Background: an optimization exercise with open tools, aiming at small area and a short achievable clock period. Do not read the settings as production practice.
At most, simulation tests tie the RTL to the original design; equivalence was not proved.

==> flow/design.v (excerpt) <==
module Butterfly_Unit (
    input clk,
    input reset,
    input [1:0] operation,   
    input valid_in,
    input [11:0] a_in,
    input [11:0] b_in,
    input [11:0] zeta,
    output reg [11:0] a_out,
    output reg [11:0] b_out,
    output reg valid_out
);
    localparam [12:0] Q = 13'd3329;
    wire        intt0 = operation[0];
    wire        zero0 = operation[1];
    wire [12:0] d0    = {1'b0, a_in} - {1'b0, b_in};
    wire [12:0] ds0, dc0;
    CSA #(13) csa_d (.a({1'b0, a_in}), .b({1'b1, ~b_in}), .c(13'd3330), .s(ds0), .y(dc0));
    wire [12:0] dq0   = ds0 + dc0;                                   
    wire [11:0] m0    = !intt0 ? b_in : (d0[12] ? dq0[11:0] : d0[11:0]);
    wire [12:0] s0    = {1'b0, a_in & {12{~zero0}}} + {1'b0, b_in & {12{intt0 & ~zero0}}};
    reg [11:0] m1, z1;
    reg [12:0] s1;
    reg        op1;
    reg        v1;
    always @(posedge clk) begin
        m1  <= m0;
        s1  <= s0;
        z1  <= zeta & {12{~zero0}};
        op1 <= intt0;
    end
    wire [23:0] px1, py1;
    Mul12_CS mul (.a(z1), .b(m1), .x(px1), .y(py1));
    reg [23:0] px2, py2;
    reg [12:0] s2;
    reg        op2;
    reg        v2;
    always @(posedge clk) begin
        px2 <= px1;
        py2 <= py1;
        s2  <= s1;
        op2 <= op1;
    end
    wire [11:0] h2 = px2[23:12] + py2[23:12];
    wire [12:0] t0;
    wire [11:0] t1;
    wire [14:0] t2;
    Tab_P12 tab0 (.h(h2[3:0]),  .t(t0));
    Tab_P16 tab1 (.h(h2[7:4]),  .t(t1));
    Tab_P20 tab2 (.h(h2[11:8]), .t(t2));
    wire [14:0] sa, ca, sb, cb, sc, cc;
    CSA #(15) csa_a (.a({3'b000, px2[11:0]}), .b({3'b000, py2[11:0]}), .c({2'b00, t0}), .s(sa), .y(ca));
    CSA #(15) csa_b (.a(sa), .b(ca), .c({3'b000, t1}), .s(sb), .y(cb));
  ...
For scale: about 1500 cells after synthesis, roughly 200 flip-flops, ~66 I/O pins, roughly 15000 µm² of cells after synthesis.
==> flow/config.mk <==
export PLATFORM = sky130hd
export DESIGN_NAME = Butterfly_Unit
export DESIGN_NICKNAME = Butterfly_Unit
export VERILOG_FILES = /design/flow/design.v
export SDC_FILE = /design/flow/constraint.sdc
export NUM_CORES = 4
export LEC_CHECK = 0
export CAP_MARGIN = 20
export CELL_PAD_IN_SITES_DETAIL_PLACEMENT = 0
export CELL_PAD_IN_SITES_GLOBAL_PLACEMENT = 0
export CORE_MARGIN = 2
export CORE_UTILIZATION = 55
export SETUP_SLACK_MARGIN = 2.85
export SLEW_MARGIN = 20
export TNS_END_PERCENT = 0
==> flow/constraint.sdc <==
create_clock -name core_clock -period 6.5 [get_ports {clk}]
set_input_delay 1.3000 -clock core_clock [delete_from_list [all_inputs] [get_ports {clk}]]
set_output_delay 1.3000 -clock core_clock [all_outputs]
set_load 0.01 [all_outputs]
run.sh (not shown) runs the stock make flow with config.mk's settings and CLKGATE_MAP_FILE= SYNTH_SCRIPT=/design/flow/synth_recipe.tcl, a recipe that flattens the netlist after the stock synthesis.
Edit:
--- a/flow/config.mk
+++ b/flow/config.mk
@@ -10,6 +10,6 @@
 export CELL_PAD_IN_SITES_GLOBAL_PLACEMENT = 0
 export CORE_MARGIN = 2
-export CORE_UTILIZATION = 55
-export SETUP_SLACK_MARGIN = 2.85
+export CORE_UTILIZATION = 45
+export SETUP_SLACK_MARGIN = 3.0
 export SLEW_MARGIN = 20
 export TNS_END_PERCENT = 0
- The changed run completed without violations
- wire length goes up by about 4.6%
- critical path depth goes up by 6
- setup slack improved by 0.11 ns
Edit:
--- a/flow/config.mk
+++ b/flow/config.mk
@@ -10,6 +10,6 @@
 export CELL_PAD_IN_SITES_GLOBAL_PLACEMENT = 0
 export CORE_MARGIN = 2
-export CORE_UTILIZATION = 45
-export SETUP_SLACK_MARGIN = 3.0
+export CORE_UTILIZATION = 55
+export SETUP_SLACK_MARGIN = 3.15
 export SLEW_MARGIN = 20
 export TNS_END_PERCENT = 0
Effect: Area after synthesis stays the same; global-route usage rose by 3.9 points; cell area rose by about 0.44%.

* * *

Setup of red:
Butterfly_Unit, a different RTL version from the one above (not shown whole).
For scale: roughly 1600 cells after synthesis, about 190 flip-flops, ~66 I/O pins, roughly 0.014 mm2 of cells after synthesis.
Settings: LEC_CHECK=0, CAP_MARGIN=20, CELL_PAD_IN_SITES_DETAIL_PLACEMENT=0, CELL_PAD_IN_SITES_GLOBAL_PLACEMENT=0, CORE_MARGIN=2, CORE_UTILIZATION=55, SETUP_SLACK_MARGIN=2.85, SLEW_MARGIN=20, TNS_END_PERCENT=0; clock period 6.5 ns.
Here is what was changed in the inputs of blue compared with red.
==> flow/flow/run.sh (new file) <==
#!/bin/bash
# The standard layout (standard.sh), except that the buffers buffer_ports puts on
# every input and output port are sky130_fd_sc_hd__buf_2 cells instead of its default pick,
# and the resizer may swap a cell for any other of the same function (MATCH_CELL_FOOTPRINT=0).
# ORFS writes each step's log under orfs/logs/; standard.sh's own output goes to standard.log.
set -euo pipefail
export BUFFER_PORTS_ARGS="-buffer_cell sky130_fd_sc_hd__buf_2"
bash standard.sh MATCH_CELL_FOOTPRINT=0 finish > standard.log 2>&1
==> flow/standard.sh (new file) <==
#!/bin/bash
# synth_recipe.tcl (not shown) runs the flow's synth.tcl, then flattens the netlist and writes it again
# the make line also repeats each setting of config.mk as NAME=value (left out here)
make -C /OpenROAD-flow-scripts/flow DESIGN_CONFIG=/design/flow/config.mk WORK_HOME=/design/flow/orfs CLKGATE_MAP_FILE= SYNTH_SCRIPT=/design/flow/synth_recipe.tcl "${@:-finish}"
removed: flow/run.sh
==> comparison <==
Run comparison: blue destination of the critical timing path xs3[5]; red destination of the critical timing path m1[6]. Worst setup slack after placement was lower in red than in blue. Detailed-routing wirelength on met1 went up slightly going from red to blue. In blue the final critical-path setup slack turned out 0.0032 ns lower than in red. blue: flow completed, timing, DRC and antenna clean. Summary of blue over red: row count barely changed, final design area excluding fillers dropped 3.5%, final routed wirelength across all metal layers dropped about 1%, sequential cell area share climbed 0.83 points. On fmax, red and blue are basically level. NOTE: transition time at the pin with the least slew margin in blue exceeds that of red.
The inputs of green differ from those of blue as listed below.
Settings: a change of SETUP_SLACK_MARGIN from 2.85 to 2.95; a change of CORE_UTILIZATION from 55 to 50.
==> flow/flow/run.sh <==
#!/bin/bash
# The standard layout (standard.sh), except that the buffers buffer_ports puts on
# every input and output port are sky130_fd_sc_hd__buf_2 cells instead of its default pick.
# ORFS writes each step's log under orfs/logs/; standard.sh's own output goes to standard.log.
set -euo pipefail
export BUFFER_PORTS_ARGS="-buffer_cell sky130_fd_sc_hd__buf_2"
bash standard.sh finish > standard.log 2>&1
Results
green reached the end of the flow, and the finished layout is clean on the timing, DRC and antenna checks. From blue to green the numbers moved as follows: share of the clock period used by the worst path after layout shows no meaningful change, critical path depth shows a reduction of 2, site row count shows an increase of 3. Via count on green is down relative to blue. Going from blue to green, the peak per-stage delay on the critical path was found to have gone down by 0.05 ns. On setup slack, green does better than blue. NOTE average wire per standard cell blue->green decreased by a few percent. Run comparison: blue capture point of the worst path xs3[5]; green capture point of the worst path xs3[1]. blue → green: simple-gate share of the synthesized area neither gained nor lost much.
Changes in orange relative to green:
Settings: a change of SETUP_SLACK_MARGIN from 2.95 to 3.0; a change of CORE_UTILIZATION from 50 to 55.
Notes after the runs:
orange closes out successfully: all stages finished, all timing, DRC and antenna checks passed.
Clock-cell share of area: orange vs green up 0.17 points
Between orange and green, the difference in instance area after placement is negligible.
Wire: orange routes more than green
orange against green: count of standard-cell rows now sits lower.

* * *

Another version of the RTL of Butterfly_Unit (not shown whole).
Size in the first run: about 1,600 cells after synthesis, about 66 I/O pins, roughly 15,000 sq um of cells after synthesis.
make LEC_CHECK=0 CAP_MARGIN=20 CELL_PAD_IN_SITES_DETAIL_PLACEMENT=0 CELL_PAD_IN_SITES_GLOBAL_PLACEMENT=0 CORE_MARGIN=2 CORE_UTILIZATION=55 SETUP_SLACK_MARGIN=3.0 SLEW_MARGIN=20 finish   # period 6.5 ns
Stock flow here: none of the scripts above is used.
The first run finished with timing, DRC and antenna clean.
Next try:
- SETUP_SLACK_MARGIN: 3.0 -> 3.3
- TNS_END_PERCENT: unset -> 0
Outcome: The new run finished clean; non-clock buffer count went down by 83; synthesized cell count does not change; clock skew is about the same; fmax hardly moves; worst hold slack improves by 0.0042 ns; routed wire length went down by a little under a tenth.
Function was not checked in any run of this note: the RTL went through the layout flow alone.

* * *

Butterfly_Unit with an RTL version that a note above also has.
For scale: roughly 66 I/O pins, about 14000 µm² of cells after synthesis.
Design Butterfly_Unit, start of the top module:
module Butterfly_Unit (
    input clk,
    input reset,
    input [1:0] operation,   
    input valid_in,
    input [11:0] a_in,
    input [11:0] b_in,
    input [11:0] zeta,
    output reg [11:0] a_out,
    output reg [11:0] b_out,
    output reg valid_out
);
    localparam [12:0] Q = 13'd3329;
    wire        intt0 = operation[0];
    wire        zero0 = operation[1];
    wire [12:0] d0    = {1'b0, a_in} - {1'b0, b_in};
    wire [12:0] ds0, dc0;
    CSA #(13) csa_d (.a({1'b0, a_in}), .b({1'b1, ~b_in}), .c(13'd3330), .s(ds0), .y(dc0));
    wire [12:0] dq0   = ds0 + dc0;                                   
    wire [11:0] m0    = !intt0 ? b_in : (d0[12] ? dq0[11:0] : d0[11:0]);
    wire [12:0] s0    = {1'b0, a_in & {12{~zero0}}} + {1'b0, b_in & {12{intt0 & ~zero0}}};
    reg [11:0] m1, z1;
    reg [12:0] s1;
    reg        op1;
    reg        v1;
    always @(posedge clk) begin
        m1  <= m0;
        s1  <= s0;
        z1  <= zeta & {12{~zero0}};
        op1 <= intt0;
    end
    wire [23:0] px1, py1;
    Mul12_CS mul (.a(z1), .b(m1), .x(px1), .y(py1));
    reg [23:0] px2, py2;
    reg [12:0] s2;
    reg        op2;
    reg        v2;
    always @(posedge clk) begin
        px2 <= px1;
        py2 <= py1;
        s2  <= s1;
        op2 <= op1;
    end
    wire [12:0] h2 = px2[23:11] + py2[23:11];
    wire [12:0] t0, t1;
    wire [13:0] t2;
    Tab_P11 tab0 (.h(h2[3:0]),  .t(t0));
    Tab_P15 tab1 (.h(h2[7:4]),  .t(t1));
    Tab_P19 tab2 (.h(h2[12:8]), .t(t2));
    wire [13:0] sa, ca, sb, cb, sc, cc;
    CSA #(14) csa_a (.a({3'b000, px2[10:0]}), .b({3'b000, py2[10:0]}), .c({1'b0, t0}), .s(sa), .y(ca));
    CSA #(14) csa_b (.a(sa), .b(ca), .c({1'b0, t1}), .s(sb), .y(cb));
    CSA #(14) csa_c (.a(sb), .b(cb), .c(t2), .s(sc), .y(cc));
    reg [13:0] xs3, xc3;
    reg [12:0] s3;
    reg        op3;
    reg        v3;
    always @(posedge clk) begin
        xs3 <= sc;
        xc3 <= cc;
        s3  <= s2;
        op3 <= op2;
    end
    wire [13:0] x3  = xs3 + xc3;
    wire        ge1 = x3 >= 14'd3329;
    wire        ge2 = x3 >= 14'd6658;
    wire        ge3 = x3 >= 14'd9987;
    wire [11:0] x31 = x3[11:0] + 12'd767;
    wire [11:0] x32 = x3[11:0] + 12'd1534;
    wire [11:0] x33 = x3[11:0] + 12'd2301;
    wire [11:0] r3  = ge3 ? x33 : ge2 ? x32 : ge1 ? x31 : x3[11:0];
    reg [11:0] r4;
    reg [12:0] s4;
    reg        op4;
    reg        v4;
  ...
export LEC_CHECK = 0
export CAP_MARGIN = 20
export CELL_PAD_IN_SITES_DETAIL_PLACEMENT = 0
export CELL_PAD_IN_SITES_GLOBAL_PLACEMENT = 0
export CORE_MARGIN = 2
export CORE_UTILIZATION = 55
export SETUP_SLACK_MARGIN = 2.85
export SLEW_MARGIN = 20
export TNS_END_PERCENT = 0
create_clock -name core_clock -period 6.5 [get_ports {clk}]
standard.sh (not shown) runs the stock make flow with config.mk's settings and CLKGATE_MAP_FILE= SYNTH_SCRIPT=/design/flow/synth_recipe.tcl, a recipe that flattens the netlist after the stock synthesis.
==> flow/flow/run.sh <==
#!/bin/bash
# The standard layout (standard.sh), except that the buffers buffer_ports puts on
# every input and output port are sky130_fd_sc_hd__buf_2 cells instead of its default pick.
# ORFS writes each step's log under orfs/logs/; standard.sh's own output goes to standard.log.
set -euo pipefail
export BUFFER_PORTS_ARGS="-buffer_cell sky130_fd_sc_hd__buf_2"
bash standard.sh finish > standard.log 2>&1
==> next run, changes <==
==> flow/run.sh (new file) <==
#!/bin/bash
# synth_recipe.tcl (not shown) runs the flow's synth.tcl, then flattens the netlist and writes it again
# the make line also repeats each setting of config.mk as NAME=value (left out here)
make -C /OpenROAD-flow-scripts/flow DESIGN_CONFIG=/design/flow/config.mk WORK_HOME=/design/flow/orfs CLKGATE_MAP_FILE= SYNTH_SCRIPT=/design/flow/synth_recipe.tcl finish
SETUP_SLACK_MARGIN = 3.0   (was 2.85)
removed: flow/flow/run.sh
removed: flow/standard.sh
The changed run went through all stages and came out clean; register-to-register slack improved by 0.08 ns; routed wire length is higher by 1.7%; cell area came out higher by 4.8%; setup slack improves by 0.022 ns; synthesized cell count stays the same; global-route usage rises by 1.0 points; core utilization rises by 3.0 points; cell count came out higher by 0.66%.
==> next run, changes <==
==> flow/flow/run.sh (new file) <==
#!/bin/bash
# The standard layout (standard.sh), except that the buffers buffer_ports puts on
# every input and output port are sky130_fd_sc_hd__buf_2 cells instead of its default pick.
# ORFS writes each step's log under orfs/logs/; standard.sh's own output goes to standard.log.
set -euo pipefail
export BUFFER_PORTS_ARGS="-buffer_cell sky130_fd_sc_hd__buf_2"
bash standard.sh finish > standard.log 2>&1
==> flow/standard.sh (new file) <==
#!/bin/bash
# synth_recipe.tcl (not shown) runs the flow's synth.tcl, then flattens the netlist and writes it again
# the make line also repeats each setting of config.mk as NAME=value (left out here)
make -C /OpenROAD-flow-scripts/flow DESIGN_CONFIG=/design/flow/config.mk WORK_HOME=/design/flow/orfs CLKGATE_MAP_FILE= SYNTH_SCRIPT=/design/flow/synth_recipe.tcl "${@:-finish}"
SETUP_SLACK_MARGIN = 2.7   (was 3.0)
removed: flow/run.sh
Worst hold slack barely changes.
Worst setup slack got worse by 0.12 ns.
==> next run, changes <==
CORE_UTILIZATION = 62   (was 55)
SETUP_SLACK_MARGIN = 2.85   (was 2.7)
=>
- critical path depth came out lower by 1
- area after synthesis stays the same
- die area decreases by 11%
- first-iteration DRC count came out higher by 22%
- clock skew hardly moves
- cell count stays flat
- register-to-register slack improves by 0.09 ns
- wire length drops by 1.1%

==> separate check: timing with driven ports <==
The results above use ideal ports. As a check the final layouts listed here were re-extracted and re-timed, cells and wires unchanged.
Step 1 (the two cells are an assumption about what drives the block):
set clk [get_ports {clk}]
set_driving_cell -lib_cell sky130_fd_sc_hd__clkbuf_16 $clk
set_driving_cell -lib_cell sky130_fd_sc_hd__buf_2 [delete_from_list [all_inputs] $clk]
Step 2, shift: input delay + t, output delay - t, t = (earliest + latest rising clock arrival at the registers) / 2. This alone moves slack from input paths to output paths.
Three values: no drivers, after step 1, after step 2; two values: the first two.
| run | t, ns | slack for setup (ns) | hold WS [ns] | worst setup path after step 2 | latest minus earliest clock arrival (ns) |
|---|---|---|---|---|---|
| the first run of note 1 | 0.477 | 2.747 / 2.747 / 2.414 | 0.323 / 0.323 / 0.323 | input to register | 0.013 / 0.013 |
| the second run of note 1 | 0.495 | 2.852 / 2.878 / 2.383 | 0.318 / 0.318 / 0.318 | input to register | 0.015 / 0.016 |
| the third run of note 1 | 0.486 | 2.843 / 2.843 / 2.493 | 0.318 / 0.318 / 0.318 | input to register | 0.017 / 0.016 |
| red | 0.485 | 2.889 / 2.916 / 2.431 | 0.325 / 0.325 / 0.325 | input to register | 0.019 / 0.019 |
| blue | 0.486 | 2.886 / 2.886 / 2.458 | 0.327 / 0.327 / 0.327 | input to register | 0.020 / 0.021 |
| green | 0.489 | 2.893 / 2.893 / 2.510 | 0.321 / 0.321 / 0.321 | input to register | 0.014 / 0.014 |
| orange | 0.484 | 2.917 / 2.921 / 2.455 | 0.315 / 0.315 / 0.315 | input to register | 0.019 / 0.019 |
| the first run of note 3 | 0.485 | 2.740 / 2.740 / 2.277 | 0.323 / 0.323 / 0.323 | input to register | 0.016 / 0.016 |
| the second run of note 3 | 0.483 | 2.729 / 2.741 / 2.265 | 0.327 / 0.327 / 0.327 | input to register | 0.016 / 0.015 |
| the first run of note 4 | 0.486 | 2.884 / 2.884 / 2.430 | 0.327 / 0.327 / 0.327 | input to register | 0.020 / 0.021 |
| the second run of note 4 | 0.485 | 2.907 / 2.940 / 2.454 | 0.319 / 0.319 / 0.319 | input to register | 0.018 / 0.017 |
| the third run of note 4 | 0.489 | 2.791 / 2.791 / 2.368 | 0.319 / 0.319 / 0.319 | input to register | 0.022 / 0.022 |
| the fourth run of note 4 | 0.490 | 2.882 / 2.882 / 2.423 | 0.325 / 0.325 / 0.325 | input to register | 0.020 / 0.020 |
After both steps setup and hold are still met in every run listed. The setup slack of the second run of note 1, which loses most, moves by +0.026 ns with the drivers and by -0.469 ns with both steps.
